From an optimization exercise on the open Yosys and OpenROAD flow, aimed at small area and a short achievable clock period; shortcuts taken in it are not production practice.

==> run M: inputs <==
Design fpga_trading_core, start of the top module:
module fpga_trading_core (
    input  wire        clk,
    input  wire        rst_n,
    input  wire        market_data_valid,
    input  wire [31:0] market_data_price,
    input  wire [31:0] market_data_size,
    input  wire [1:0]  market_data_type,  
    output reg         send_order,
    output wire [31:0] best_bid_price,
    output wire [31:0] best_bid_size,
    output wire [31:0] best_ask_price,
    output wire [31:0] best_ask_size,
    output wire [15:0] book_imbalance_fixed,
    output wire [7:0]  trade_intensity,
    output wire        ai_prediction
);
    wire [10:0] imb;
    order_book_poc order_book (
        .clk(clk), .rst_n(rst_n),
        .valid_in(market_data_valid && !market_data_type[1]),
        .price_in(market_data_price),
        .size_in(market_data_size),
        .side_in(market_data_type[0]),
        .best_bid_price(best_bid_price), .best_bid_size(best_bid_size),
        .best_ask_price(best_ask_price), .best_ask_size(best_ask_size)
    );
    hw_feature_engine feature_engine (
        .clk(clk), .rst_n(rst_n),
        .event_valid(market_data_valid),
        .event_size(market_data_size),
        .event_type(market_data_type),
        .book_imbalance(imb),
        .trade_intensity(trade_intensity)
    );
    assign book_imbalance_fixed = {5'd0, imb};
    fpga_inference_engine inference_engine (
        .book_imbalance(imb),
        .trade_intensity(trade_intensity),
        .prediction(ai_prediction)
    );
    wire [31:0] spread;
    wire [32:0] sc;
    assign sc[0] = 1'b1;
    genvar i;
    generate
        for (i = 0; i < 32; i = i + 1) begin : sub
            wire bn = ~best_bid_price[i];
            assign spread[i] = best_ask_price[i] ^ bn ^ sc[i];
            assign sc[i+1]   = (best_ask_price[i] & bn) | (best_ask_price[i] & sc[i]) | (bn & sc[i]);
        end
    endgenerate
    wire spread_wide = |spread[31:3] | (spread[2] & spread[1]);
    always @(posedge clk or negedge rst_n) begin
        if (!rst_n) send_order <= 1'b0;
        else        send_order <= spread_wide & ai_prediction;
    end
endmodule
clock: 320.0 ns
lec_check: 0
cap_margin: 20
core_margin: 2
core_utilization: 40
cts_buf_list: sky130_fd_sc_hd__clkbuf_4
slew_margin: 20
standard.sh (not shown) runs the stock make flow with config.mk's settings and CLKGATE_MAP_FILE= SYNTH_SCRIPT=/design/flow/synth_recipe.tcl, a recipe that flattens the netlist after the stock synthesis.
==> flow/flow/run.sh <==
#!/bin/bash
# Standard layout; the port buffers are buf_1 cells.
set -euo pipefail
bash standard.sh "BUFFER_PORTS_ARGS=-buffer_cell sky130_fd_sc_hd__buf_1" finish > standard_flow.log 2>&1
==> run X (differences from run M) <==
==> flow/flow/run.sh (replaced) <==
#!/bin/bash
set -euo pipefail
MARGIN=${MARGIN:-254}
bash standard.sh SETUP_SLACK_MARGIN=$MARGIN finish > standard_flow.log 2>&1
--- a/flow/config.mk
+++ b/flow/config.mk
@@ -8,5 +8,4 @@
 export CAP_MARGIN = 20
 export CORE_MARGIN = 2
 export CORE_UTILIZATION = 40
-export CTS_BUF_LIST = sky130_fd_sc_hd__clkbuf_4
 export SLEW_MARGIN = 20
==> run P (differences from run M) <==
==> flow/run.sh (new file) <==
#!/bin/bash
# synth_recipe.tcl (not shown) runs the flow's synth.tcl, then flattens the netlist and writes it again
# the make line also repeats each setting of config.mk as NAME=value (left out here)
make -C /OpenROAD-flow-scripts/flow DESIGN_CONFIG=/design/flow/config.mk WORK_HOME=/design/flow/orfs CLKGATE_MAP_FILE= SYNTH_SCRIPT=/design/flow/synth_recipe.tcl finish
--- a/flow/config.mk
+++ b/flow/config.mk
@@ -8,5 +8,4 @@
 export CAP_MARGIN = 20
 export CORE_MARGIN = 2
 export CORE_UTILIZATION = 40
-export CTS_BUF_LIST = sky130_fd_sc_hd__clkbuf_4
 export SLEW_MARGIN = 20
removed: flow/flow/run.sh
removed: flow/standard.sh
==> run K (differences from run M) <==
==> flow/flow/run.sh (replaced) <==
#!/bin/bash
set -euo pipefail
bash standard.sh "BUFFER_PORTS_ARGS=-buffer_cell sky130_fd_sc_hd__buf_1" SETUP_SLACK_MARGIN=252 finish > standard_flow.log 2>&1
==> notes <==
Cell count, lowest first: run P, run X, run M, run K. Clock skew, lowest first: run P, run X, run K, run M. Die area is the same in run P and run X. Against run M, the sequential share of layout area of run K is lower by 0.087 points. Wire length, highest first: run X, run K, run P, run M. Global-route usage, lowest first: run M, run K, run P, run X.
==> figures <==
	run M	run X	run K	run P
Outcome	complete, no violations	complete, no violations	complete, no violations	complete, no violations
Capture point of the worst path	feature_engine.book_imbalance[0]	order_book.best_ask_price[10]	order_book.best_ask_size[22]	feature_engine.book_imbalance[0]
Post-CTS Setup Inserts	0	24	1	0
Clock-pin slew on the worst setup and hold paths	0.06 ns	0.06 ns	0.06 ns	0.07 ns
Routability congestion estimate from global placement	0.8588	0.8881	0.8752	0.8753
Post-route core utilization	44.46%	48.38%	44.67%	46.01%
Max Used Layer	met5	met4	met5	met4
Ant. Diodes	4	2	3	1
Remaining max-slew budget at the tightest pin	34.92%	23.38%	28.29%	30.61%
End point of the worst hold path	feature_engine.tot_vol[46]	feature_engine.decay_timer[0]	feature_engine.tot_vol[46]	feature_engine.tot_vol[37]
Number of clock-tree buffers in the layout	128	47	116	54
Aggregate routed wire length	89670 um	100800 um	91600 um	91460 um
Average vias per placed instance	5.150	5.262	5.139	5.190
Met2 layer usage reported by global route	32.50%	36.69%	32.79%	33.05%
Function was not checked in any run of this note: the RTL went through the layout flow alone.

what the ideal ports hide:
The results above use ideal ports. As a check the final layouts listed here were re-extracted and re-timed, cells and wires unchanged.
Step 1 assumes that a clkbuf_16 drives the clock port and a buf_2 every other input.
Step 2 adds t to the input delays and takes it off the output delays; t is the mean of the earliest and latest rising clock arrival at the registers after step 1. Input paths then give back, and output paths get back, about the clock's delay inside the block.
a / b / c = no drivers / after step 1 / after step 2; a / b = the first two.
run	t, ns	slack for setup (ns)	latest minus earliest clock arrival (ns)	worst register clock-pin slew, ns	pins driven straight from the clock port
run M	0.887	250.340 / 250.340 / 250.340	0.142 / 0.142	0.08 / 0.08	1
run X	0.629	252.482 / 252.498 / 251.870	0.041 / 0.041	0.07 / 0.07	1
run P	0.619	250.137 / 250.137 / 250.075	0.030 / 0.030	0.07 / 0.07	1
run K	0.872	252.102 / 252.111 / 251.240	0.108 / 0.108	0.09 / 0.09	1
After both steps setup and hold are still met in every run listed. The setup slack of run K, which loses most, moves by +0.009 ns with the drivers and by -0.862 ns with both steps.
